Source: an optimization exercise on an open RTL-to-GDS flow (aim: small area). Production flows keep margins and buffers that such runs may drop. Function was not checked in any run shown here: the RTL went through the layout flow alone.

==> flow/design.v (outline; a module is shown in full before it is edited, if it fits) <==
// module top: 1716 lines
// module fa_cell: 4 lines
// module xnor_cell: 3 lines
// module or_cell: 3 lines
// module pp_array: 14 lines
// module wmux: 6 lines
// module ha_cell: 4 lines
module top (
    input  wire clk,
    input  wire rst_n,
    input  wire start,
    input  wire preload_valid,
    input  wire [5:0] preload_addr,
    input  wire [7:0] preload_data,
    input  wire [63:0] x_vector_flat,
    output wire [127:0] result_flat
);
  // ...
==> flow/flow/run.sh <==
#!/bin/bash
# The standard ORFS layout (the standard.sh, standard synthesis), with:
#  - port buffers made with buf_1 instead of the default delay buffer;
#  - clock tree synthesis with clkbuf_4, sink clusters of up to 9 within
#    55 um, and no dummy loads.
# make's output goes to standard.log; ORFS keeps each step's log under orfs/logs.
set -euo pipefail
bash standard.sh \
  BUFFER_PORTS_ARGS="-buffer_cell sky130_fd_sc_hd__buf_1" \
  CTS_ARGS="-sink_clustering_enable -repair_clock_nets -dont_use_dummy_load -buf_list sky130_fd_sc_hd__clkbuf_4 -sink_clustering_size 9 -sink_clustering_max_diameter 55" \
  finish > standard.log 2>&1
==> flow/standard.sh <==
#!/bin/bash
# synth_recipe.tcl (not shown) runs the flow's synth.tcl, then flattens the netlist and writes it again
# the make line also repeats each setting of config.mk as NAME=value (left out here)
make -C /OpenROAD-flow-scripts/flow DESIGN_CONFIG=/design/flow/config.mk WORK_HOME=/design/flow/orfs CLKGATE_MAP_FILE= SYNTH_SCRIPT=/design/flow/synth_recipe.tcl "${@:-finish}"
==> flow/config.mk <==
export PLATFORM = sky130hd
export DESIGN_NAME = top
export DESIGN_NICKNAME = top
export VERILOG_FILES = /design/flow/design.v
export SDC_FILE = /design/flow/constraint.sdc
export NUM_CORES = 4
export LEC_CHECK = 0
export CAP_MARGIN = 20
export CORE_MARGIN = 2
export CORE_UTILIZATION = 40
export SLEW_MARGIN = 20
export SYNTH_HIERARCHICAL = 1
export SYNTH_MINIMUM_KEEP_SIZE = 0
==> flow/constraint.sdc <==
create_clock -name core_clock -period 10.0 [get_ports {clk}]
set_input_delay 2.0000 -clock core_clock [delete_from_list [all_inputs] [get_ports {clk}]]
set_output_delay 2.0000 -clock core_clock [all_outputs]
set_load 0.01 [all_outputs]
==> summary.txt, run 1 <==
I/O Pins: 210
critical path's most frequent cell: fa_1
flip-flop and latch count: 779
Yosys top cell area share: 45.21%
Synth Area per Inst: 13.80 um^2
Clock H-tree levels: 3
Critical Path Sink: acc_r2n[14]
R2R cell count: 34
Layout area overhead: 7.120%
CTS root buf: clkbuf_4
# rows: 119
Fin Hold WS: 0.2978 ns
Hold Path Depth: 0
number of CTS-inserted buffers: 105
area of all placed cells without fillers: 45540 um^2
CTS Hold Buffers Added: 0
critical path required time: 10.79 ns
Synth top cells by count: edfxtp_1, fa_1, nand2_1, a22oi_1, nor2_1
number of port buffers: 209
Crit path depth: 34
routed wl met2: 49300 um
YS warnings: 9
main combinational cell family by area after synthesis: adder cells
# DRC: 0
drt via density: 5.325
Multi-In Gates: 2090
die width: 330 um
Vias: 25.12k
crit path kind: reg -> reg
status: finished clean
CTS max path bufs: 3
min-delay src: x7_1[3]
WP data arrival: 10.31 ns
vias in the first global route: 26.25k
DR pass1 iterations: 18
==> run 2, diff against run 1 <==
--- a/flow/design.v
+++ b/flow/design.v
@@ -94,8 +94,8 @@
     wire t0_s1, t0_c2;
     fa_cell u_t0_s1 (.a(b0_pp[6]), .b(b0_pp[13]), .c(b0_pp[20]), .s(t0_s1), .co(t0_c2));
     wire t0_s3, t0_c4;
-    xnor_cell u_t0_s3 (.a(b0_pp[27]), .b(b0_pp[34]), .y(t0_s3));
-    or_cell u_t0_c4 (.a(b0_pp[27]), .b(b0_pp[34]), .y(t0_c4));
+    assign t0_s3 = ~(b0_pp[27] ^ b0_pp[34]);
+    assign t0_c4 = b0_pp[27] | b0_pp[34];
     wire t0_s5, t0_c6;
     fa_cell u_t0_s5 (.a(b0_pp[7]), .b(b0_pp[14]), .c(b0_pp[21]), .s(t0_s5), .co(t0_c6));
     wire t0_s7, t0_c8;
@@ -113,13 +113,13 @@
     wire t0_s19, t0_c20;
     fa_cell u_t0_s19 (.a(b0_pp[23]), .b(b0_pp[30]), .c(b0_pp[37]), .s(t0_s19), .co(t0_c20));
     wire t0_s21, t0_c22;
-    xnor_cell u_t0_s21 (.a(b0_pp[44]), .b(b0_pp[51]), .y(t0_s21));
-    or_cell u_t0_c22 (.a(b0_pp[44]), .b(b0_pp[51]), .y(t0_c22));
+    assign t0_s21 = ~(b0_pp[44] ^ b0_pp[51]);
+    assign t0_c22 = b0_pp[44] | b0_pp[51];
     wire t0_s23, t0_c24;
     fa_cell u_t0_s23 (.a(b0_pp[4]), .b(b0_pp[11]), .c(b0_pp[18]), .s(t0_s23), .co(t0_c24));
     wire t0_s25, t0_c26;
-    xnor_cell u_t0_s25 (.a(b0_pp[25]), .b(b0_pp[32]), .y(t0_s25));
-    or_cell u_t0_c26 (.a(b0_pp[25]), .b(b0_pp[32]), .y(t0_c26));
+    assign t0_s25 = ~(b0_pp[25] ^ b0_pp[32]);
+    assign t0_c26 = b0_pp[25] | b0_pp[32];
     wire t0_s27, t0_c28;
     fa_cell u_t0_s27 (.a(b0_pp[5]), .b(b0_pp[12]), .c(b0_pp[19]), .s(t0_s27), .co(t0_c28));
     wire t0_s29, t0_c30;
@@ -149,8 +149,8 @@
     wire t0_s53, t0_c54;
     assign {t0_c54, t0_s53} = {1'b0} + {t0_c2} + {t0_c4};
     wire t0_s55, t0_c56;
-    xnor_cell u_t0_s55 (.a(t0_s5), .b(t0_s7), .y(t0_s55));
-    or_cell u_t0_c56 (.a(t0_s5), .b(t0_s7), .y(t0_c56));
+    assign t0_s55 = ~(t0_s5 ^ t0_s7);
+    assign t0_c56 = t0_s5 | t0_s7;
     wire t0_s57, t0_c58;
     fa_cell u_t0_s57 (.a(b1_pp[29]), .b(b1_pp[36]), .c(b1_pp[43]), .s(t0_s57), .co(t0_c58));
     wire t0_s59, t0_c60;
@@ -190,15 +190,15 @@
     wire t0_s93, t0_c94;
     fa_cell u_t0_s93 (.a(b0_pp[60]), .b(b1_pp[39]), .c(b1_pp[46]), .s(t0_s93), .co(t0_c94));
     wire t0_s95, t0_c96;
-    xnor_cell u_t0_s95 (.a(b0_pp[2]), .b(b0_pp[9]), .y(t0_s95));
-    or_cell u_t0_c96 (.a(b0_pp[2]), .b(b0_pp[9]), .y(t0_c96));
+    assign t0_s95 = ~(b0_pp[2] ^ b0_pp[9]);
+    assign t0_c96 = b0_pp[2] | b0_pp[9];
     wire t0_s97, t0_c98;
     fa_cell u_t0_s97 (.a(b0_pp[3]), .b(b0_pp[10]), .c(b0_pp[17]), .s(t0_s97), .co(t0_c98));
     wire t0_s99, t0_c100;
     fa_cell u_t0_s99 (.a(b0_pp[24]), .b(b1_pp[3]), .c(b1_pp[10]), .s(t0_s99), .co(t0_c100));
     wire t0_s101, t0_c102;
-    xnor_cell u_t0_s101 (.a(b1_pp[17]), .b(b1_pp[24]), .y(t0_s101));
-    or_cell u_t0_c102 (.a(b1_pp[17]), .b(b1_pp[24]), .y(t0_c102));
+    assign t0_s101 = ~(b1_pp[17] ^ b1_pp[24]);
+    assign t0_c102 = b1_pp[17] | b1_pp[24];
     wire t0_s103, t0_c104;
     fa_cell u_t0_s103 (.a(b1_pp[4]), .b(b1_pp[11]), .c(b1_pp[18]), .s(t0_s103), .co(t0_c104));
     wire t0_s105, t0_c106;
@@ -271,8 +271,8 @@
     wire t0_s171, t0_c172;
     fa_cell u_t0_s171 (.a(b2_pp[47]), .b(b2_pp[54]), .c(b2_pp[61]), .s(t0_s171), .co(t0_c172));
     wire t0_s173, t0_c174;
-    xnor_cell u_t0_s173 (.a(b0_pp[1]), .b(b0_pp[8]), .y(t0_s173));
-    or_cell u_t0_c174 (.a(b0_pp[1]), .b(b0_pp[8]), .y(t0_c174));
+    assign t0_s173 = ~(b0_pp[1] ^ b0_pp[8]);
+    assign t0_c174 = b0_pp[1] | b0_pp[8];
     wire t0_s175, t0_c176;
     fa_cell u_t0_s175 (.a(b0_pp[16]), .b(b1_pp[2]), .c(b1_pp[9]), .s(t0_s175), .co(t0_c176));
     wire t0_s177, t0_c178;
@@ -282,8 +282,8 @@
     wire t0_s181, t0_c182;
     assign {t0_c182, t0_s181} = {b2_pp[24]} + {1'b0} + {t0_c96};
     wire t0_s183, t0_c184;
-    xnor_cell u_t0_s183 (.a(t0_s97), .b(t0_s99), .y(t0_s183));
-    or_cell u_t0_c184 (.a(t0_s97), .b(t0_s99), .y(t0_c184));
+    assign t0_s183 = ~(t0_s97 ^ t0_s99);
+    assign t0_c184 = t0_s97 | t0_s99;
     wire t0_s185, t0_c186;
     fa_cell u_t0_s185 (.a(t0_s23), .b(t0_s25), .c(t0_c98), .s(t0_s185), .co(t0_c186));
     wire t0_s187, t0_c188;
@@ -345,8 +345,8 @@
     wire t0_s243, t0_c244;
     fa_cell u_t0_s243 (.a(t0_c168), .b(t0_c170), .c(t0_c172), .s(t0_s243), .co(t0_c244));
     wire t0_s245, t0_c246;
-    xnor_cell u_t0_s245 (.a(b0_pp[0]), .b(b1_pp[0]), .y(t0_s245));
-    or_cell u_t0_c246 (.a(b0_pp[0]), .b(b1_pp[0]), .y(t0_c246));
+    assign t0_s245 = ~(b0_pp[0] ^ b1_pp[0]);
+    assign t0_c246 = b0_pp[0] | b1_pp[0];
     wire t0_s247, t0_c248;
     fa_cell u_t0_s247 (.a(b1_pp[1]), .b(b1_pp[8]), .c(b2_pp[1]), .s(t0_s247), .co(t0_c248));
     wire t0_s249, t0_c250;
@@ -405,8 +405,8 @@
     wire t0_s301, t0_c302;
     fa_cell u_t0_s301 (.a(t0_c240), .b(t0_c242), .c(t0_c244), .s(t0_s301), .co(t0_c302));
     wire t0_s303, t0_c304;
-    xnor_cell u_t0_s303 (.a(b2_pp[0]), .b(~(~corr01)), .y(t0_s303));
-    or_cell u_t0_c304 (.a(b2_pp[0]), .b(~(~corr01)), .y(t0_c304));
+    assign t0_s303 = ~(b2_pp[0] ^ ~(~corr01));
+    assign t0_c304 = b2_pp[0] | ~(~corr01);
     wire t0_s305, t0_c306;
     fa_cell u_t0_s305 (.a(t0_s173), .b(t0_c246), .c(t0_s247), .s(t0_s305), .co(t0_c306));
     wire t0_s307, t0_c308;
@@ -566,13 +566,13 @@
     wire [63:0] b3_pp;
     pp_array u_b3_pp (.w(wt3), .x(x3), .n(b3_pp));
     wire m3_s367, m3_c368;
-    xnor_cell u_m3_s367 (.a(b3_pp[6]), .b(b3_pp[13]), .y(m3_s367));
-    or_cell u_m3_c368 (.a(b3_pp[6]), .b(b3_pp[13]), .y(m3_c368));
+    assign m3_s367 = ~(b3_pp[6] ^ b3_pp[13]);
+    assign m3_c368 = b3_pp[6] | b3_pp[13];
     wire m3_s369, m3_c370;
     fa_cell u_m3_s369 (.a(b3_pp[7]), .b(b3_pp[14]), .c(b3_pp[21]), .s(m3_s369), .co(m3_c370));
     wire m3_s371, m3_c372;
-    xnor_cell u_m3_s371 (.a(b3_pp[28]), .b(b3_pp[35]), .y(m3_s371));
-    or_cell u_m3_c372 (.a(b3_pp[28]), .b(b3_pp[35]), .y(m3_c372));
+    assign m3_s371 = ~(b3_pp[28] ^ b3_pp[35]);
+    assign m3_c372 = b3_pp[28] | b3_pp[35];
     wire m3_s373, m3_c374;
     fa_cell u_m3_s373 (.a(b3_pp[15]), .b(b3_pp[22]), .c(b3_pp[29]), .s(m3_s373), .co(m3_c374));
     wire m3_s375, m3_c376;
@@ -580,13 +580,13 @@
     wire m3_s377, m3_c378;
     fa_cell u_m3_s377 (.a(b3_pp[23]), .b(b3_pp[30]), .c(b3_pp[37]), .s(m3_s377), .co(m3_c378));
     wire m3_s379, m3_c380;
-    xnor_cell u_m3_s379 (.a(b3_pp[4]), .b(b3_pp[11]), .y(m3_s379));
-    or_cell u_m3_c380 (.a(b3_pp[4]), .b(b3_pp[11]), .y(m3_c380));
+    assign m3_s379 = ~(b3_pp[4] ^ b3_pp[11]);
+    assign m3_c380 = b3_pp[4] | b3_pp[11];
     wire m3_s381, m3_c382;
     fa_cell u_m3_s381 (.a(b3_pp[5]), .b(b3_pp[12]), .c(b3_pp[19]), .s(m3_s381), .co(m3_c382));
     wire m3_s383, m3_c384;
-    xnor_cell u_m3_s383 (.a(b3_pp[26]), .b(b3_pp[33]), .y(m3_s383));
-    or_cell u_m3_c384 (.a(b3_pp[26]), .b(b3_pp[33]), .y(m3_c384));
+    assign m3_s383 = ~(b3_pp[26] ^ b3_pp[33]);
+    assign m3_c384 = b3_pp[26] | b3_pp[33];
     wire m3_s385, m3_c386;
     fa_cell u_m3_s385 (.a(b3_pp[20]), .b(b3_pp[27]), .c(b3_pp[34]), .s(m3_s385), .co(m3_c386));
     wire m3_s387, m3_c388;
@@ -610,8 +610,8 @@
     wire m3_s405, m3_c406;
     fa_cell u_m3_s405 (.a(b3_pp[39]), .b(b3_pp[46]), .c(b3_pp[53]), .s(m3_s405), .co(m3_c406));
     wire m3_s407, m3_c408;
-    xnor_cell u_m3_s407 (.a(b3_pp[3]), .b(b3_pp[10]), .y(m3_s407));
-    or_cell u_m3_c408 (.a(b3_pp[3]), .b(b3_pp[10]), .y(m3_c408));
+    assign m3_s407 = ~(b3_pp[3] ^ b3_pp[10]);
+    assign m3_c408 = b3_pp[3] | b3_pp[10];
     wire m3_s409, m3_c410;
     fa_cell u_m3_s409 (.a(b3_pp[18]), .b(b3_pp[25]), .c(b3_pp[32]), .s(m3_s409), .co(m3_c410));
     wire m3_s411, m3_c412;
@@ -631,8 +631,8 @@
     wire m3_s425, m3_c426;
     fa_cell u_m3_s425 (.a(b3_pp[47]), .b(b3_pp[54]), .c(b3_pp[61]), .s(m3_s425), .co(m3_c426));
     wire m3_s427, m3_c428;
-    xnor_cell u_m3_s427 (.a(b3_pp[2]), .b(b3_pp[9]), .y(m3_s427));
-    or_cell u_m3_c428 (.a(b3_pp[2]), .b(b3_pp[9]), .y(m3_c428));
+    assign m3_s427 = ~(b3_pp[2] ^ b3_pp[9]);
+    assign m3_c428 = b3_pp[2] | b3_pp[9];
     wire m3_s429, m3_c430;
     fa_cell u_m3_s429 (.a(b3_pp[17]), .b(b3_pp[24]), .c(m3_s407), .s(m3_s429), .co(m3_c430));
     wire m3_s431, m3_c432;
@@ -717,8 +717,8 @@
     always @(posedge clk) acc_r1n <= ~a_f;
     wire [15:0] acc_r1 = ~acc_r1n;
     wire a3_s451, a3_c452;
-    xnor_cell u_a3_s451 (.a(p3_1_0), .b(p3_1_1), .y(a3_s451));
-    or_cell u_a3_c452 (.a(p3_1_0), .b(p3_1_1), .y(a3_c452));
+    assign a3_s451 = ~(p3_1_0 ^ p3_1_1);
+    assign a3_c452 = p3_1_0 | p3_1_1;
     wire a3_s453, a3_c454;
     fa_cell u_a3_s453 (.a(p3_2_0), .b(p3_2_1), .c(~(acc_r1[2])), .s(a3_s453), .co(a3_c454));
     wire a3_s455, a3_c456;
@@ -846,13 +846,13 @@
     wire [63:0] b4_pp;
     pp_array u_b4_pp (.w(wt4), .x(x4), .n(b4_pp));
     wire m4_s483, m4_c484;
-    xnor_cell u_m4_s483 (.a(b4_pp[6]), .b(b4_pp[13]), .y(m4_s483));
-    or_cell u_m4_c484 (.a(b4_pp[6]), .b(b4_pp[13]), .y(m4_c484));
+    assign m4_s483 = ~(b4_pp[6] ^ b4_pp[13]);
+    assign m4_c484 = b4_pp[6] | b4_pp[13];
     wire m4_s485, m4_c486;
     fa_cell u_m4_s485 (.a(b4_pp[7]), .b(b4_pp[14]), .c(b4_pp[21]), .s(m4_s485), .co(m4_c486));
     wire m4_s487, m4_c488;
-    xnor_cell u_m4_s487 (.a(b4_pp[28]), .b(b4_pp[35]), .y(m4_s487));
-    or_cell u_m4_c488 (.a(b4_pp[28]), .b(b4_pp[35]), .y(m4_c488));
+    assign m4_s487 = ~(b4_pp[28] ^ b4_pp[35]);
+    assign m4_c488 = b4_pp[28] | b4_pp[35];
     wire m4_s489, m4_c490;
     fa_cell u_m4_s489 (.a(b4_pp[15]), .b(b4_pp[22]), .c(b4_pp[29]), .s(m4_s489), .co(m4_c490));
     wire m4_s491, m4_c492;
@@ -860,13 +860,13 @@
     wire m4_s493, m4_c494;
     fa_cell u_m4_s493 (.a(b4_pp[23]), .b(b4_pp[30]), .c(b4_pp[37]), .s(m4_s493), .co(m4_c494));
     wire m4_s495, m4_c496;
-    xnor_cell u_m4_s495 (.a(b4_pp[4]), .b(b4_pp[11]), .y(m4_s495));
-    or_cell u_m4_c496 (.a(b4_pp[4]), .b(b4_pp[11]), .y(m4_c496));
+    assign m4_s495 = ~(b4_pp[4] ^ b4_pp[11]);
+    assign m4_c496 = b4_pp[4] | b4_pp[11];
     wire m4_s497, m4_c498;
     fa_cell u_m4_s497 (.a(b4_pp[5]), .b(b4_pp[12]), .c(b4_pp[19]), .s(m4_s497), .co(m4_c498));
     wire m4_s499, m4_c500;
-    xnor_cell u_m4_s499 (.a(b4_pp[26]), .b(b4_pp[33]), .y(m4_s499));
-    or_cell u_m4_c500 (.a(b4_pp[26]), .b(b4_pp[33]), .y(m4_c500));
+    assign m4_s499 = ~(b4_pp[26] ^ b4_pp[33]);
+    assign m4_c500 = b4_pp[26] | b4_pp[33];
     wire m4_s501, m4_c502;
     fa_cell u_m4_s501 (.a(b4_pp[20]), .b(b4_pp[27]), .c(b4_pp[34]), .s(m4_s501), .co(m4_c502));
     wire m4_s503, m4_c504;
@@ -890,8 +890,8 @@
     wire m4_s521, m4_c522;
     fa_cell u_m4_s521 (.a(b4_pp[39]), .b(b4_pp[46]), .c(b4_pp[53]), .s(m4_s521), .co(m4_c522));
     wire m4_s523, m4_c524;
-    xnor_cell u_m4_s523 (.a(b4_pp[3]), .b(b4_pp[10]), .y(m4_s523));
-    or_cell u_m4_c524 (.a(b4_pp[3]), .b(b4_pp[10]), .y(m4_c524));
+    assign m4_s523 = ~(b4_pp[3] ^ b4_pp[10]);
+    assign m4_c524 = b4_pp[3] | b4_pp[10];
     wire m4_s525, m4_c526;
     fa_cell u_m4_s525 (.a(b4_pp[18]), .b(b4_pp[25]), .c(b4_pp[32]), .s(m4_s525), .co(m4_c526));
     wire m4_s527, m4_c528;
@@ -911,8 +911,8 @@
     wire m4_s541, m4_c542;
     fa_cell u_m4_s541 (.a(b4_pp[47]), .b(b4_pp[54]), .c(b4_pp[61]), .s(m4_s541), .co(m4_c542));
     wire m4_s543, m4_c544;
-    xnor_cell u_m4_s543 (.a(b4_pp[2]), .b(b4_pp[9]), .y(m4_s543));
-    or_cell u_m4_c544 (.a(b4_pp[2]), .b(b4_pp[9]), .y(m4_c544));
+    assign m4_s543 = ~(b4_pp[2] ^ b4_pp[9]);
+    assign m4_c544 = b4_pp[2] | b4_pp[9];
     wire m4_s545, m4_c546;
     fa_cell u_m4_s545 (.a(b4_pp[17]), .b(b4_pp[24]), .c(m4_s523), .s(m4_s545), .co(m4_c546));
     wire m4_s547, m4_c548;
@@ -936,8 +936,8 @@
     wire m4_s565, m4_c566;
     fa_cell u_m4_s565 (.a(b4_pp[55]), .b(b4_pp[62]), .c(m4_c542), .s(m4_s565), .co(m4_c566));
     wire a4_s567, a4_c568;
-    xnor_cell u_a4_s567 (.a(b4_pp[1]), .b(b4_pp[8]), .y(a4_s567));
-    or_cell u_a4_c568 (.a(b4_pp[1]), .b(b4_pp[8]), .y(a4_c568));
+    assign a4_s567 = ~(b4_pp[1] ^ b4_pp[8]);
+    assign a4_c568 = b4_pp[1] | b4_pp[8];
     wire a4_s569, a4_c570;
     fa_cell u_a4_s569 (.a(b4_pp[16]), .b(m4_s543), .c(~(a3[2])), .s(a4_s569), .co(a4_c570));
     wire a4_s571, a4_c572;
@@ -1065,13 +1065,13 @@
     wire [63:0] b5_pp;
     pp_array u_b5_pp (.w(wt5), .x(x5), .n(b5_pp));
     wire m5_s599, m5_c600;
-    xnor_cell u_m5_s599 (.a(b5_pp[6]), .b(b5_pp[13]), .y(m5_s599));
-    or_cell u_m5_c600 (.a(b5_pp[6]), .b(b5_pp[13]), .y(m5_c600));
+    assign m5_s599 = ~(b5_pp[6] ^ b5_pp[13]);
+    assign m5_c600 = b5_pp[6] | b5_pp[13];
     wire m5_s601, m5_c602;
     fa_cell u_m5_s601 (.a(b5_pp[7]), .b(b5_pp[14]), .c(b5_pp[21]), .s(m5_s601), .co(m5_c602));
     wire m5_s603, m5_c604;
-    xnor_cell u_m5_s603 (.a(b5_pp[28]), .b(b5_pp[35]), .y(m5_s603));
-    or_cell u_m5_c604 (.a(b5_pp[28]), .b(b5_pp[35]), .y(m5_c604));
+    assign m5_s603 = ~(b5_pp[28] ^ b5_pp[35]);
+    assign m5_c604 = b5_pp[28] | b5_pp[35];
     wire m5_s605, m5_c606;
     fa_cell u_m5_s605 (.a(b5_pp[15]), .b(b5_pp[22]), .c(b5_pp[29]), .s(m5_s605), .co(m5_c606));
     wire m5_s607, m5_c608;
@@ -1079,13 +1079,13 @@
     wire m5_s609, m5_c610;
     fa_cell u_m5_s609 (.a(b5_pp[23]), .b(b5_pp[30]), .c(b5_pp[37]), .s(m5_s609), .co(m5_c610));
     wire m5_s611, m5_c612;
-    xnor_cell u_m5_s611 (.a(b5_pp[4]), .b(b5_pp[11]), .y(m5_s611));
-    or_cell u_m5_c612 (.a(b5_pp[4]), .b(b5_pp[11]), .y(m5_c612));
+    assign m5_s611 = ~(b5_pp[4] ^ b5_pp[11]);
+    assign m5_c612 = b5_pp[4] | b5_pp[11];
     wire m5_s613, m5_c614;
     fa_cell u_m5_s613 (.a(b5_pp[5]), .b(b5_pp[12]), .c(b5_pp[19]), .s(m5_s613), .co(m5_c614));
     wire m5_s615, m5_c616;
-    xnor_cell u_m5_s615 (.a(b5_pp[26]), .b(b5_pp[33]), .y(m5_s615));
-    or_cell u_m5_c616 (.a(b5_pp[26]), .b(b5_pp[33]), .y(m5_c616));
+    assign m5_s615 = ~(b5_pp[26] ^ b5_pp[33]);
+    assign m5_c616 = b5_pp[26] | b5_pp[33];
     wire m5_s617, m5_c618;
     fa_cell u_m5_s617 (.a(b5_pp[20]), .b(b5_pp[27]), .c(b5_pp[34]), .s(m5_s617), .co(m5_c618));
     wire m5_s619, m5_c620;
@@ -1109,8 +1109,8 @@
     wire m5_s637, m5_c638;
     fa_cell u_m5_s637 (.a(b5_pp[39]), .b(b5_pp[46]), .c(b5_pp[53]), .s(m5_s637), .co(m5_c638));
     wire m5_s639, m5_c640;
-    xnor_cell u_m5_s639 (.a(b5_pp[3]), .b(b5_pp[10]), .y(m5_s639));
-    or_cell u_m5_c640 (.a(b5_pp[3]), .b(b5_pp[10]), .y(m5_c640));
+    assign m5_s639 = ~(b5_pp[3] ^ b5_pp[10]);
+    assign m5_c640 = b5_pp[3] | b5_pp[10];
     wire m5_s641, m5_c642;
     fa_cell u_m5_s641 (.a(b5_pp[18]), .b(b5_pp[25]), .c(b5_pp[32]), .s(m5_s641), .co(m5_c642));
     wire m5_s643, m5_c644;
@@ -1130,8 +1130,8 @@
     wire m5_s657, m5_c658;
     fa_cell u_m5_s657 (.a(b5_pp[47]), .b(b5_pp[54]), .c(b5_pp[61]), .s(m5_s657), .co(m5_c658));
     wire m5_s659, m5_c660;
-    xnor_cell u_m5_s659 (.a(b5_pp[2]), .b(b5_pp[9]), .y(m5_s659));
-    or_cell u_m5_c660 (.a(b5_pp[2]), .b(b5_pp[9]), .y(m5_c660));
+    assign m5_s659 = ~(b5_pp[2] ^ b5_pp[9]);
+    assign m5_c660 = b5_pp[2] | b5_pp[9];
     wire m5_s661, m5_c662;
     fa_cell u_m5_s661 (.a(b5_pp[17]), .b(b5_pp[24]), .c(m5_s639), .s(m5_s661), .co(m5_c662));
     wire m5_s663, m5_c664;
@@ -1155,8 +1155,8 @@
     wire m5_s681, m5_c682;
     fa_cell u_m5_s681 (.a(b5_pp[55]), .b(b5_pp[62]), .c(m5_c658), .s(m5_s681), .co(m5_c682));
     wire a5_s683, a5_c684;
-    xnor_cell u_a5_s683 (.a(b5_pp[1]), .b(b5_pp[8]), .y(a5_s683));
-    or_cell u_a5_c684 (.a(b5_pp[1]), .b(b5_pp[8]), .y(a5_c684));
+    assign a5_s683 = ~(b5_pp[1] ^ b5_pp[8]);
+    assign a5_c684 = b5_pp[1] | b5_pp[8];
     wire a5_s685, a5_c686;
     fa_cell u_a5_s685 (.a(b5_pp[16]), .b(m5_s659), .c(~(a4[2])), .s(a5_s685), .co(a5_c686));
     wire a5_s687, a5_c688;
@@ -1189,108 +1189,18 @@
     wire a5_s713, a5_c714;
     assign a5_s713 = ~(1'b0 ^ ~(a4[15]));
     assign a5_c714 = 1'b0 | ~(a4[15]);
-    wire bk5_p0 = b5_pp[0] ^ ~(a4[0]);
-    wire bk5_g0 = b5_pp[0] & ~(a4[0]);
-    wire bk5_p1 = ~(a4[1]) ^ a5_s683;
-    wire bk5_g1 = ~(a4[1]) & a5_s683;
-    wire bk5_p2 = a5_c684 ^ a5_s685;
-    wire bk5_g2 = a5_c684 & a5_s685;
-    wire bk5_p3 = a5_c686 ^ a5_s687;
-    wire bk5_g3 = a5_c686 & a5_s687;
-    wire bk5_p4 = a5_c688 ^ a5_s689;
-    wire bk5_g4 = a5_c688 & a5_s689;
-    wire bk5_p5 = a5_c690 ^ a5_s691;
-    wire bk5_g5 = a5_c690 & a5_s691;
-    wire bk5_p6 = a5_c692 ^ a5_s693;
-    wire bk5_g6 = a5_c692 & a5_s693;
-    wire bk5_p7 = a5_c694 ^ a5_s695;
-    wire bk5_g7 = a5_c694 & a5_s695;
-    wire bk5_p8 = a5_c696 ^ a5_s697;
-    wire bk5_g8 = a5_c696 & a5_s697;
-    wire bk5_p9 = a5_c698 ^ a5_s699;
-    wire bk5_g9 = a5_c698 & a5_s699;
-    wire bk5_p10 = a5_c700 ^ a5_s701;
-    wire bk5_g10 = a5_c700 & a5_s701;
-    wire bk5_p11 = a5_c702 ^ a5_s703;
-    wire bk5_g11 = a5_c702 & a5_s703;
-    wire bk5_p12 = a5_c704 ^ a5_s705;
-    wire bk5_g12 = a5_c704 & a5_s705;
-    wire bk5_p13 = a5_c706 ^ a5_s707;
-    wire bk5_g13 = a5_c706 & a5_s707;
-    wire bk5_p14 = a5_c708 ^ a5_s709;
-    wire bk5_g14 = a5_c708 & a5_s709;
-    wire bk5_p15 = a5_c710 ^ a5_s711;
-    wire bk5_g15 = a5_c710 & a5_s711;
-    wire bk5_p16 = a5_c712 ^ a5_s713;
-    wire bk5_g16 = a5_c712 & a5_s713;
-    wire bk5_g0c = bk5_g0 | bk5_p0;
-    wire bk5_G1 = bk5_g1 | (bk5_p1 & bk5_g0c);
-    wire bk5_P1 = bk5_p1 & bk5_p0;
-    wire bk5_G2 = bk5_g3 | (bk5_p3 & bk5_g2);
-    wire bk5_P2 = bk5_p3 & bk5_p2;
-    wire bk5_G3 = bk5_g5 | (bk5_p5 & bk5_g4);
-    wire bk5_P3 = bk5_p5 & bk5_p4;
-    wire bk5_G4 = bk5_g7 | (bk5_p7 & bk5_g6);
-    wire bk5_P4 = bk5_p7 & bk5_p6;
-    wire bk5_G5 = bk5_g9 | (bk5_p9 & bk5_g8);
-    wire bk5_P5 = bk5_p9 & bk5_p8;
-    wire bk5_G6 = bk5_g11 | (bk5_p11 & bk5_g10);
-    wire bk5_P6 = bk5_p11 & bk5_p10;
-    wire bk5_G7 = bk5_g13 | (bk5_p13 & bk5_g12);
-    wire bk5_P7 = bk5_p13 & bk5_p12;
-    wire bk5_G8 = bk5_g15 | (bk5_p15 & bk5_g14);
-    wire bk5_P8 = bk5_p15 & bk5_p14;
-    wire bk5_G9 = bk5_G2 | (bk5_P2 & bk5_G1);
-    wire bk5_P9 = bk5_P2 & bk5_P1;
-    wire bk5_G10 = bk5_G4 | (bk5_P4 & bk5_G3);
-    wire bk5_P10 = bk5_P4 & bk5_P3;
-    wire bk5_G11 = bk5_G6 | (bk5_P6 & bk5_G5);
-    wire bk5_P11 = bk5_P6 & bk5_P5;
-    wire bk5_G12 = bk5_G8 | (bk5_P8 & bk5_G7);
-    wire bk5_P12 = bk5_P8 & bk5_P7;
-    wire bk5_G13 = bk5_G10 | (bk5_P10 & bk5_G9);
-    wire bk5_P13 = bk5_P10 & bk5_P9;
-    wire bk5_G14 = bk5_G12 | (bk5_P12 & bk5_G11);
-    wire bk5_P14 = bk5_P12 & bk5_P11;
-    wire bk5_G15 = bk5_G14 | (bk5_P14 & bk5_G13);
-    wire bk5_P15 = bk5_P14 & bk5_P13;
-    wire bk5_G16 = bk5_G11 | (bk5_P11 & bk5_G13);
-    wire bk5_P16 = bk5_P11 & bk5_P13;
-    wire bk5_G17 = bk5_G3 | (bk5_P3 & bk5_G9);
-    wire bk5_P17 = bk5_P3 & bk5_P9;
-    wire bk5_G18 = bk5_G5 | (bk5_P5 & bk5_G13);
-    wire bk5_P18 = bk5_P5 & bk5_P13;
-    wire bk5_G19 = bk5_G7 | (bk5_P7 & bk5_G16);
-    wire bk5_P19 = bk5_P7 & bk5_P16;
-    wire bk5_G20 = bk5_g2 | (bk5_p2 & bk5_G1);
-    wire bk5_P20 = bk5_p2 & bk5_P1;
-    wire bk5_G21 = bk5_g4 | (bk5_p4 & bk5_G9);
-    wire bk5_P21 = bk5_p4 & bk5_P9;
-    wire bk5_G22 = bk5_g6 | (bk5_p6 & bk5_G17);
-    wire bk5_P22 = bk5_p6 & bk5_P17;
-    wire bk5_G23 = bk5_g8 | (bk5_p8 & bk5_G13);
-    wire bk5_P23 = bk5_p8 & bk5_P13;
-    wire bk5_G24 = bk5_g10 | (bk5_p10 & bk5_G18);
-    wire bk5_P24 = bk5_p10 & bk5_P18;
-    wire bk5_G25 = bk5_g12 | (bk5_p12 & bk5_G16);
-    wire bk5_P25 = bk5_p12 & bk5_P16;
-    wire bk5_G26 = bk5_g14 | (bk5_p14 & bk5_G19);
-    wire bk5_P26 = bk5_p14 & bk5_P19;
-    wire bk5_G27 = bk5_g16 | (bk5_p16 & bk5_G15);
-    wire bk5_P27 = bk5_p16 & bk5_P15;
-    wire [16:0] bk5_sum = {(bk5_p16 ^ bk5_G15), (bk5_p15 ^ bk5_G26), (bk5_p14 ^ bk5_G19), (bk5_p13 ^ bk5_G25), (bk5_p12 ^ bk5_G16), (bk5_p11 ^ bk5_G24), (bk5_p10 ^ bk5_G18), (bk5_p9 ^ bk5_G23), (bk5_p8 ^ bk5_G13), (bk5_p7 ^ bk5_G22), (bk5_p6 ^ bk5_G17), (bk5_p5 ^ bk5_G21), (bk5_p4 ^ bk5_G9), (bk5_p3 ^ bk5_G20), (bk5_p2 ^ bk5_G1), (bk5_p1 ^ bk5_g0c), (bk5_p0 ^ 1'b1)};
-    wire [16:0] s5 = ~bk5_sum;
+    wire [16:0] s5 = ~({a5_c712, a5_c710, a5_c708, a5_c706, a5_c704, a5_c702, a5_c700, a5_c698, a5_c696, a5_c694, a5_c692, a5_c690, a5_c688, a5_c686, a5_c684, ~(a4[1]), b5_pp[0]} + {a5_s713, a5_s711, a5_s709, a5_s707, a5_s705, a5_s703, a5_s701, a5_s699, a5_s697, a5_s695, a5_s693, a5_s691, a5_s689, a5_s687, a5_s685, a5_s683, ~(a4[0])} + 17'd1);
     wire [15:0] a5 = (s5[16] != s5[15]) ? (s5[16] ? 16'h8000 : 16'h7fff) : s5[15:0];
     wire [63:0] b6_pp;
     pp_array u_b6_pp (.w(wt6), .x(x6), .n(b6_pp));
     wire m6_s715, m6_c716;
-    xnor_cell u_m6_s715 (.a(b6_pp[6]), .b(b6_pp[13]), .y(m6_s715));
-    or_cell u_m6_c716 (.a(b6_pp[6]), .b(b6_pp[13]), .y(m6_c716));
+    assign m6_s715 = ~(b6_pp[6] ^ b6_pp[13]);
+    assign m6_c716 = b6_pp[6] | b6_pp[13];
     wire m6_s717, m6_c718;
     fa_cell u_m6_s717 (.a(b6_pp[7]), .b(b6_pp[14]), .c(b6_pp[21]), .s(m6_s717), .co(m6_c718));
     wire m6_s719, m6_c720;
-    xnor_cell u_m6_s719 (.a(b6_pp[28]), .b(b6_pp[35]), .y(m6_s719));
-    or_cell u_m6_c720 (.a(b6_pp[28]), .b(b6_pp[35]), .y(m6_c720));
+    assign m6_s719 = ~(b6_pp[28] ^ b6_pp[35]);
+    assign m6_c720 = b6_pp[28] | b6_pp[35];
     wire m6_s721, m6_c722;
     fa_cell u_m6_s721 (.a(b6_pp[15]), .b(b6_pp[22]), .c(b6_pp[29]), .s(m6_s721), .co(m6_c722));
     wire m6_s723, m6_c724;
@@ -1298,13 +1208,13 @@
     wire m6_s725, m6_c726;
     fa_cell u_m6_s725 (.a(b6_pp[23]), .b(b6_pp[30]), .c(b6_pp[37]), .s(m6_s725), .co(m6_c726));
     wire m6_s727, m6_c728;
-    xnor_cell u_m6_s727 (.a(b6_pp[4]), .b(b6_pp[11]), .y(m6_s727));
-    or_cell u_m6_c728 (.a(b6_pp[4]), .b(b6_pp[11]), .y(m6_c728));
+    assign m6_s727 = ~(b6_pp[4] ^ b6_pp[11]);
+    assign m6_c728 = b6_pp[4] | b6_pp[11];
     wire m6_s729, m6_c730;
     fa_cell u_m6_s729 (.a(b6_pp[5]), .b(b6_pp[12]), .c(b6_pp[19]), .s(m6_s729), .co(m6_c730));
     wire m6_s731, m6_c732;
-    xnor_cell u_m6_s731 (.a(b6_pp[26]), .b(b6_pp[33]), .y(m6_s731));
-    or_cell u_m6_c732 (.a(b6_pp[26]), .b(b6_pp[33]), .y(m6_c732));
+    assign m6_s731 = ~(b6_pp[26] ^ b6_pp[33]);
+    assign m6_c732 = b6_pp[26] | b6_pp[33];
     wire m6_s733, m6_c734;
     fa_cell u_m6_s733 (.a(b6_pp[20]), .b(b6_pp[27]), .c(b6_pp[34]), .s(m6_s733), .co(m6_c734));
     wire m6_s735, m6_c736;
@@ -1328,8 +1238,8 @@
     wire m6_s753, m6_c754;
     fa_cell u_m6_s753 (.a(b6_pp[39]), .b(b6_pp[46]), .c(b6_pp[53]), .s(m6_s753), .co(m6_c754));
     wire m6_s755, m6_c756;
-    xnor_cell u_m6_s755 (.a(b6_pp[3]), .b(b6_pp[10]), .y(m6_s755));
-    or_cell u_m6_c756 (.a(b6_pp[3]), .b(b6_pp[10]), .y(m6_c756));
+    assign m6_s755 = ~(b6_pp[3] ^ b6_pp[10]);
+    assign m6_c756 = b6_pp[3] | b6_pp[10];
     wire m6_s757, m6_c758;
     fa_cell u_m6_s757 (.a(b6_pp[18]), .b(b6_pp[25]), .c(b6_pp[32]), .s(m6_s757), .co(m6_c758));
     wire m6_s759, m6_c760;
@@ -1349,8 +1259,8 @@
     wire m6_s773, m6_c774;
     fa_cell u_m6_s773 (.a(b6_pp[47]), .b(b6_pp[54]), .c(b6_pp[61]), .s(m6_s773), .co(m6_c774));
     wire m6_s775, m6_c776;
-    xnor_cell u_m6_s775 (.a(b6_pp[2]), .b(b6_pp[9]), .y(m6_s775));
-    or_cell u_m6_c776 (.a(b6_pp[2]), .b(b6_pp[9]), .y(m6_c776));
+    assign m6_s775 = ~(b6_pp[2] ^ b6_pp[9]);
+    assign m6_c776 = b6_pp[2] | b6_pp[9];
     wire m6_s777, m6_c778;
     fa_cell u_m6_s777 (.a(b6_pp[17]), .b(b6_pp[24]), .c(m6_s755), .s(m6_s777), .co(m6_c778));
     wire m6_s779, m6_c780;
@@ -1435,8 +1345,8 @@
     always @(posedge clk) acc_r2n <= ~a5;
     wire [15:0] acc_r2 = ~acc_r2n;
     wire a6_s799, a6_c800;
-    xnor_cell u_a6_s799 (.a(p6_1_0), .b(p6_1_1), .y(a6_s799));
-    or_cell u_a6_c800 (.a(p6_1_0), .b(p6_1_1), .y(a6_c800));
+    assign a6_s799 = ~(p6_1_0 ^ p6_1_1);
+    assign a6_c800 = p6_1_0 | p6_1_1;
     wire a6_s801, a6_c802;
     fa_cell u_a6_s801 (.a(p6_2_0), .b(p6_2_1), .c(~(acc_r2[2])), .s(a6_s801), .co(a6_c802));
     wire a6_s803, a6_c804;
@@ -1469,18 +1379,108 @@
     wire a6_s829, a6_c830;
     assign a6_s829 = ~(1'b0 ^ ~(acc_r2[15]));
     assign a6_c830 = 1'b0 | ~(acc_r2[15]);
-    wire [16:0] s6 = ~({a6_c828, a6_c826, a6_c824, a6_c822, a6_c820, a6_c818, a6_c816, a6_c814, a6_c812, a6_c810, a6_c808, a6_c806, a6_c804, a6_c802, a6_c800, ~(acc_r2[1]), p6_0_0} + {a6_s829, a6_s827, a6_s825, a6_s823, a6_s821, a6_s819, a6_s817, a6_s815, a6_s813, a6_s811, a6_s809, a6_s807, a6_s805, a6_s803, a6_s801, a6_s799, ~(acc_r2[0])} + 17'd1);
+    wire bk6_p0 = p6_0_0 ^ ~(acc_r2[0]);
+    wire bk6_g0 = p6_0_0 & ~(acc_r2[0]);
+    wire bk6_p1 = ~(acc_r2[1]) ^ a6_s799;
+    wire bk6_g1 = ~(acc_r2[1]) & a6_s799;
+    wire bk6_p2 = a6_c800 ^ a6_s801;
+    wire bk6_g2 = a6_c800 & a6_s801;
+    wire bk6_p3 = a6_c802 ^ a6_s803;
+    wire bk6_g3 = a6_c802 & a6_s803;
+    wire bk6_p4 = a6_c804 ^ a6_s805;
+    wire bk6_g4 = a6_c804 & a6_s805;
+    wire bk6_p5 = a6_c806 ^ a6_s807;
+    wire bk6_g5 = a6_c806 & a6_s807;
+    wire bk6_p6 = a6_c808 ^ a6_s809;
+    wire bk6_g6 = a6_c808 & a6_s809;
+    wire bk6_p7 = a6_c810 ^ a6_s811;
+    wire bk6_g7 = a6_c810 & a6_s811;
+    wire bk6_p8 = a6_c812 ^ a6_s813;
+    wire bk6_g8 = a6_c812 & a6_s813;
+    wire bk6_p9 = a6_c814 ^ a6_s815;
+    wire bk6_g9 = a6_c814 & a6_s815;
+    wire bk6_p10 = a6_c816 ^ a6_s817;
+    wire bk6_g10 = a6_c816 & a6_s817;
+    wire bk6_p11 = a6_c818 ^ a6_s819;
+    wire bk6_g11 = a6_c818 & a6_s819;
+    wire bk6_p12 = a6_c820 ^ a6_s821;
+    wire bk6_g12 = a6_c820 & a6_s821;
+    wire bk6_p13 = a6_c822 ^ a6_s823;
+    wire bk6_g13 = a6_c822 & a6_s823;
+    wire bk6_p14 = a6_c824 ^ a6_s825;
+    wire bk6_g14 = a6_c824 & a6_s825;
+    wire bk6_p15 = a6_c826 ^ a6_s827;
+    wire bk6_g15 = a6_c826 & a6_s827;
+    wire bk6_p16 = a6_c828 ^ a6_s829;
+    wire bk6_g16 = a6_c828 & a6_s829;
+    wire bk6_g0c = bk6_g0 | bk6_p0;
+    wire bk6_G1 = bk6_g1 | (bk6_p1 & bk6_g0c);
+    wire bk6_P1 = bk6_p1 & bk6_p0;
+    wire bk6_G2 = bk6_g3 | (bk6_p3 & bk6_g2);
+    wire bk6_P2 = bk6_p3 & bk6_p2;
+    wire bk6_G3 = bk6_g5 | (bk6_p5 & bk6_g4);
+    wire bk6_P3 = bk6_p5 & bk6_p4;
+    wire bk6_G4 = bk6_g7 | (bk6_p7 & bk6_g6);
+    wire bk6_P4 = bk6_p7 & bk6_p6;
+    wire bk6_G5 = bk6_g9 | (bk6_p9 & bk6_g8);
+    wire bk6_P5 = bk6_p9 & bk6_p8;
+    wire bk6_G6 = bk6_g11 | (bk6_p11 & bk6_g10);
+    wire bk6_P6 = bk6_p11 & bk6_p10;
+    wire bk6_G7 = bk6_g13 | (bk6_p13 & bk6_g12);
+    wire bk6_P7 = bk6_p13 & bk6_p12;
+    wire bk6_G8 = bk6_g15 | (bk6_p15 & bk6_g14);
+    wire bk6_P8 = bk6_p15 & bk6_p14;
+    wire bk6_G9 = bk6_G2 | (bk6_P2 & bk6_G1);
+    wire bk6_P9 = bk6_P2 & bk6_P1;
+    wire bk6_G10 = bk6_G4 | (bk6_P4 & bk6_G3);
+    wire bk6_P10 = bk6_P4 & bk6_P3;
+    wire bk6_G11 = bk6_G6 | (bk6_P6 & bk6_G5);
+    wire bk6_P11 = bk6_P6 & bk6_P5;
+    wire bk6_G12 = bk6_G8 | (bk6_P8 & bk6_G7);
+    wire bk6_P12 = bk6_P8 & bk6_P7;
+    wire bk6_G13 = bk6_G10 | (bk6_P10 & bk6_G9);
+    wire bk6_P13 = bk6_P10 & bk6_P9;
+    wire bk6_G14 = bk6_G12 | (bk6_P12 & bk6_G11);
+    wire bk6_P14 = bk6_P12 & bk6_P11;
+    wire bk6_G15 = bk6_G14 | (bk6_P14 & bk6_G13);
+    wire bk6_P15 = bk6_P14 & bk6_P13;
+    wire bk6_G16 = bk6_G11 | (bk6_P11 & bk6_G13);
+    wire bk6_P16 = bk6_P11 & bk6_P13;
+    wire bk6_G17 = bk6_G3 | (bk6_P3 & bk6_G9);
+    wire bk6_P17 = bk6_P3 & bk6_P9;
+    wire bk6_G18 = bk6_G5 | (bk6_P5 & bk6_G13);
+    wire bk6_P18 = bk6_P5 & bk6_P13;
+    wire bk6_G19 = bk6_G7 | (bk6_P7 & bk6_G16);
+    wire bk6_P19 = bk6_P7 & bk6_P16;
+    wire bk6_G20 = bk6_g2 | (bk6_p2 & bk6_G1);
+    wire bk6_P20 = bk6_p2 & bk6_P1;
+    wire bk6_G21 = bk6_g4 | (bk6_p4 & bk6_G9);
+    wire bk6_P21 = bk6_p4 & bk6_P9;
+    wire bk6_G22 = bk6_g6 | (bk6_p6 & bk6_G17);
+    wire bk6_P22 = bk6_p6 & bk6_P17;
+    wire bk6_G23 = bk6_g8 | (bk6_p8 & bk6_G13);
+    wire bk6_P23 = bk6_p8 & bk6_P13;
+    wire bk6_G24 = bk6_g10 | (bk6_p10 & bk6_G18);
+    wire bk6_P24 = bk6_p10 & bk6_P18;
+    wire bk6_G25 = bk6_g12 | (bk6_p12 & bk6_G16);
+    wire bk6_P25 = bk6_p12 & bk6_P16;
+    wire bk6_G26 = bk6_g14 | (bk6_p14 & bk6_G19);
+    wire bk6_P26 = bk6_p14 & bk6_P19;
+    wire bk6_G27 = bk6_g16 | (bk6_p16 & bk6_G15);
+    wire bk6_P27 = bk6_p16 & bk6_P15;
+    wire [16:0] bk6_sum = {(bk6_p16 ^ bk6_G15), (bk6_p15 ^ bk6_G26), (bk6_p14 ^ bk6_G19), (bk6_p13 ^ bk6_G25), (bk6_p12 ^ bk6_G16), (bk6_p11 ^ bk6_G24), (bk6_p10 ^ bk6_G18), (bk6_p9 ^ bk6_G23), (bk6_p8 ^ bk6_G13), (bk6_p7 ^ bk6_G22), (bk6_p6 ^ bk6_G17), (bk6_p5 ^ bk6_G21), (bk6_p4 ^ bk6_G9), (bk6_p3 ^ bk6_G20), (bk6_p2 ^ bk6_G1), (bk6_p1 ^ bk6_g0c), (bk6_p0 ^ 1'b1)};
+    wire [16:0] s6 = ~bk6_sum;
     wire [15:0] a6 = (s6[16] != s6[15]) ? (s6[16] ? 16'h8000 : 16'h7fff) : s6[15:0];
     wire [63:0] b7_pp;
     pp_array u_b7_pp (.w(wt7), .x(x7), .n(b7_pp));
     wire m7_s831, m7_c832;
-    xnor_cell u_m7_s831 (.a(b7_pp[6]), .b(b7_pp[13]), .y(m7_s831));
-    or_cell u_m7_c832 (.a(b7_pp[6]), .b(b7_pp[13]), .y(m7_c832));
+    assign m7_s831 = ~(b7_pp[6] ^ b7_pp[13]);
+    assign m7_c832 = b7_pp[6] | b7_pp[13];
     wire m7_s833, m7_c834;
     fa_cell u_m7_s833 (.a(b7_pp[7]), .b(b7_pp[14]), .c(b7_pp[21]), .s(m7_s833), .co(m7_c834));
     wire m7_s835, m7_c836;
-    xnor_cell u_m7_s835 (.a(b7_pp[28]), .b(b7_pp[35]), .y(m7_s835));
-    or_cell u_m7_c836 (.a(b7_pp[28]), .b(b7_pp[35]), .y(m7_c836));
+    assign m7_s835 = ~(b7_pp[28] ^ b7_pp[35]);
+    assign m7_c836 = b7_pp[28] | b7_pp[35];
     wire m7_s837, m7_c838;
     fa_cell u_m7_s837 (.a(b7_pp[15]), .b(b7_pp[22]), .c(b7_pp[29]), .s(m7_s837), .co(m7_c838));
     wire m7_s839, m7_c840;
@@ -1488,13 +1488,13 @@
     wire m7_s841, m7_c842;
     fa_cell u_m7_s841 (.a(b7_pp[23]), .b(b7_pp[30]), .c(b7_pp[37]), .s(m7_s841), .co(m7_c842));
     wire m7_s843, m7_c844;
-    xnor_cell u_m7_s843 (.a(b7_pp[4]), .b(b7_pp[11]), .y(m7_s843));
-    or_cell u_m7_c844 (.a(b7_pp[4]), .b(b7_pp[11]), .y(m7_c844));
+    assign m7_s843 = ~(b7_pp[4] ^ b7_pp[11]);
+    assign m7_c844 = b7_pp[4] | b7_pp[11];
     wire m7_s845, m7_c846;
     fa_cell u_m7_s845 (.a(b7_pp[5]), .b(b7_pp[12]), .c(b7_pp[19]), .s(m7_s845), .co(m7_c846));
     wire m7_s847, m7_c848;
-    xnor_cell u_m7_s847 (.a(b7_pp[26]), .b(b7_pp[33]), .y(m7_s847));
-    or_cell u_m7_c848 (.a(b7_pp[26]), .b(b7_pp[33]), .y(m7_c848));
+    assign m7_s847 = ~(b7_pp[26] ^ b7_pp[33]);
+    assign m7_c848 = b7_pp[26] | b7_pp[33];
     wire m7_s849, m7_c850;
     fa_cell u_m7_s849 (.a(b7_pp[20]), .b(b7_pp[27]), .c(b7_pp[34]), .s(m7_s849), .co(m7_c850));
     wire m7_s851, m7_c852;
@@ -1518,8 +1518,8 @@
     wire m7_s869, m7_c870;
     fa_cell u_m7_s869 (.a(b7_pp[39]), .b(b7_pp[46]), .c(b7_pp[53]), .s(m7_s869), .co(m7_c870));
     wire m7_s871, m7_c872;
-    xnor_cell u_m7_s871 (.a(b7_pp[3]), .b(b7_pp[10]), .y(m7_s871));
-    or_cell u_m7_c872 (.a(b7_pp[3]), .b(b7_pp[10]), .y(m7_c872));
+    assign m7_s871 = ~(b7_pp[3] ^ b7_pp[10]);
+    assign m7_c872 = b7_pp[3] | b7_pp[10];
     wire m7_s873, m7_c874;
     fa_cell u_m7_s873 (.a(b7_pp[18]), .b(b7_pp[25]), .c(b7_pp[32]), .s(m7_s873), .co(m7_c874));
     wire m7_s875, m7_c876;
@@ -1539,8 +1539,8 @@
     wire m7_s889, m7_c890;
     fa_cell u_m7_s889 (.a(b7_pp[47]), .b(b7_pp[54]), .c(b7_pp[61]), .s(m7_s889), .co(m7_c890));
     wire m7_s891, m7_c892;
-    xnor_cell u_m7_s891 (.a(b7_pp[2]), .b(b7_pp[9]), .y(m7_s891));
-    or_cell u_m7_c892 (.a(b7_pp[2]), .b(b7_pp[9]), .y(m7_c892));
+    assign m7_s891 = ~(b7_pp[2] ^ b7_pp[9]);
+    assign m7_c892 = b7_pp[2] | b7_pp[9];
     wire m7_s893, m7_c894;
     fa_cell u_m7_s893 (.a(b7_pp[17]), .b(b7_pp[24]), .c(m7_s871), .s(m7_s893), .co(m7_c894));
     wire m7_s895, m7_c896;
@@ -1564,8 +1564,8 @@
     wire m7_s913, m7_c914;
     fa_cell u_m7_s913 (.a(b7_pp[55]), .b(b7_pp[62]), .c(m7_c890), .s(m7_s913), .co(m7_c914));
     wire a7_s915, a7_c916;
-    xnor_cell u_a7_s915 (.a(b7_pp[1]), .b(b7_pp[8]), .y(a7_s915));
-    or_cell u_a7_c916 (.a(b7_pp[1]), .b(b7_pp[8]), .y(a7_c916));
+    assign a7_s915 = ~(b7_pp[1] ^ b7_pp[8]);
+    assign a7_c916 = b7_pp[1] | b7_pp[8];
     wire a7_s917, a7_c918;
     fa_cell u_a7_s917 (.a(b7_pp[16]), .b(m7_s891), .c(~(a6[2])), .s(a7_s917), .co(a7_c918));
     wire a7_s919, a7_c920;
==> run 2 against run 1 <==
Still clean on timing, DRC and antenna. Worst hold slack better by 0.031 ns. Non-clock buffer count down 3. Core utilization down 0.19 points. Synthesized area up 2.9%. Sequential share of layout area down 1.3 points. Register-to-register slack worse by 0.02 ns. Critical endpoint is now acc_r1n[3].
==> summary.txt, run 2 <==
reg-to-reg slack, setup: 0.46 ns
largest reg by FF count: w
worst hold path type: reg -> reg
# DRC: 0 (unchanged)
Synth Area per Inst: 13.07 um^2 (-5.3%)
critical path required time: 10.74 ns (-0.05 ns)
crit end category: register
max_cap viols: 0
CP peak stage delay: 0.61 ns
Max FO, Critical Path: 42
Synth async-reset ratio: 1.155%
commonest non-fill, non-tap cell in the layout: edfxtp_1
I/O Pins: 210 (unchanged)
drt via density: 5.319 (-0.11%)
number of CTS-inserted buffers: 106 (+0.95%)
status: finished clean
CP top delay family: adder cells
Clock H-tree levels: 3 (unchanged)
CTS root buf: clkbuf_4
post-DP HPWL: 75660 um
top cell type by total area after synthesis: edfxtp_1
number of port buffers: 209 (unchanged)
dominant synthesized flop cell: edfxtp_1
die width: 334.6 um (+1.4%)
YS warnings: 9 (unchanged)
area of the mapped netlist: 43730 um^2
Final setup viols: 0
initial core utilization: 40.23%
Final min period: 9.536 ns
Max Slew Vio Count: 0
#FFs+latches synth: 779
Hold Fails Final Rpt: 0
per-cell routed wire length: 20.94 um
Vias: 26.58k (+5.8%)
actual slew at the worst max-slew pin: 1.029 ns
largest net degree at the start of global routing: 85
WP data arrival: 10.28 ns (-0.03 ns)
first-pass GRT wire length: 162100 um
DRT iter0 DRCs: 1980
CTS tree: yes
CTS max path bufs: 3 (unchanged)
# rows: 121 (+1.7%)
Final nets: 4265
pre-CTS WS: 0.3439 ns
Fmax achieved: 104.9 MHz
total wire length: 104700 um
count leader, synth: edfxtp_1
EDFF count, synth: 640
DR pass1 iterations: 5 (-13)
fraction of layout cells with a size suffix above 1: 7.540%
Yosys top cell area share: 43.95% (-1.3 points)
CP bufs+invs: 3
gr usage total: 18.81%
critical path's most frequent cell: fa_1
post-synth cell types: 75
Final Worst Setup Slack: 0.4641 ns
Die Ht: 334.6 um
vias in the first global route: 27.80k (+5.9%)
post-route ant nets: 0
Synth top cells by count: edfxtp_1, nand2_1, fa_1, inv_1, a22oi_1
Critical Path Start Type: register
CTS clock-pin slew for the worst setup and hold paths: 0.10 ns
die area: 112000 um^2
biggest regs: w x512, result_n x128
crit path kind: reg -> reg
most frequent cells in the layout: edfxtp_1, nand2_1, fa_1
later-pin clock latency in the skew report: 0.98 ns
grt ovf: 0
Core ar.: 108700 um^2
largest cells by area after synthesis: edfxtp_1, fa_1, dfxtp_1
clock sinks: 779
Fin Clk Skew: 0.1795 ns
Layout area overhead: 6.907%
slew margin rel.: 30.91%
CP max stage cell: fa_1
crit share post-route: 95.36%
Post-Syn Instances: 3346
RD Place Congestion: 0.8446
max reg flops: 512
Syn Nets: 4028
initial antenna violation count: 7
sequential area share after synthesis: 50.42%
==> run 2: changes by cell type after synthesis, moves of 20 or more <==
cell / change
a21o_1: -43
a21oi_1: +22
ha_1: +45
inv_1: +197
nand2_1: +20
o21ai_0: +31
or2_1: -46
xnor2_1: -57
==> run 2: cells by family (layout without fill, tap and decap cells) <==
| group | after synthesis | after routing | share of synthesized area [%] |
|---|---|---|---|
| AOI/OAI and AO/OA | 559 | 559 | 8.935 |
| xor gates and xnor gates | 50 | 50 | 1.001 |
| adders and majority gates | 624 | 624 | 25.36 |
| buffers and inverters | 413 | 647 | 4.609 |
| DFF | 779 | 779 | 50.42 |
| muxes | 5 | 5 | 0.1259 |
| other | 0 | 3 | 0 |
| and+or+nand+nor | 916 | 917 | 9.548 |
==> run 2: what timing repair did <==
item,4_1_cts,5_1_grt
setup endpoints to repair,0,20
hold endpoints to repair,0,0
buffers inserted,0,11
resized for setup,0,5
hold buffers,0,0
==> run 2: final cells by class <==
cell class / count / area [um^2]
diodes: 3 / 7.507
clock buffers: 106 / 795.8
fillers: 10060 / 61950
inverters: 246 / 923.4
multi-input cells: 2155 / 19750
flip-flops and latches: 779 / 22050
well taps: 1414 / 1769
repair buffers: 295 / 1451
==> run 2: worst paths after layout <==
kind / from / cells after the start / endpoint
max in group asynchronous: rst_n / 2 / rsel[2]
setup / recovery: rsel[0] / 26 / acc_r1n[3]
min in group asynchronous: rst_n / 2 / cnt[2]
hold / removal: x7_1[0] / 0 / x7_2[0]
setup reg to reg: rsel[0] / 26 / acc_r1n[3]
hold reg to reg: x7_1[0] / 0 / x7_2[0]
==> run 2: stage by stage <==
step           setup TNS, ns  hold WS, ns  instance area (um^2)  instances  utilization [%]
3_3_place_gp               0       0.3114                 45820       4877            42.16
6_report                   0       0.3291                 46750       4998            43.01
5_1_grt            -0.006681       0.3398                 46750       4997            43.01
3_5_place_dp               0       0.3157                 45820       4877            42.16
4_1_cts                    0       0.3361                 46620       4983            42.89
2_1_floorplan              0       0.3096                 43740       3346                -
==> run 2: routing by layer <==
layer,vias up,GRT usage [%],share of wire (%)
li1,12120,-,-
met2,743,32.46,50
met3,187,3.302,5.8
met4,8,6.431,3.3
met1,13530,23.92,41
met5,-,0,0.054
==> run 2: modules after synthesis (local to each module, per instance) <==
| module | area [um^2] | flip-flops and latches | cells |
|---|---|---|---|
| top | 30130 | 779 | 1991 |
| fa_cell | 20.02 | 0 | 1 |
| wmux | 379.1 | 0 | 48 |
| pp_array | 312.8 | 0 | 71 |

==> afterwards: timing with drivers on the ports <==
The flow's constraints put no driver on any port. The routed layouts listed below were extracted and timed again, unchanged, in two steps. Step 1, drivers: a clkbuf_16 drives clk and a buf_2 each remaining input, both assumed. Step 2, shift: input delay + t, output delay - t, t = (earliest + latest rising clock arrival at the registers) / 2. This alone moves slack from input paths to output paths. Slacks: no drivers / after step 1 / after step 2; pairs: no drivers / after step 1.
run	shift t [ns]	slack for setup (ns)	pins driven straight from the clock port
run 1	0.970	0.482 / 0.482 / 0.482	1
run 2	0.962	0.464 / 0.464 / 0.394	1
After both steps setup and hold are still met in every run listed. The setup slack of run 2, which loses most, moves by 0.000 ns with the drivers and by -0.070 ns with both steps.
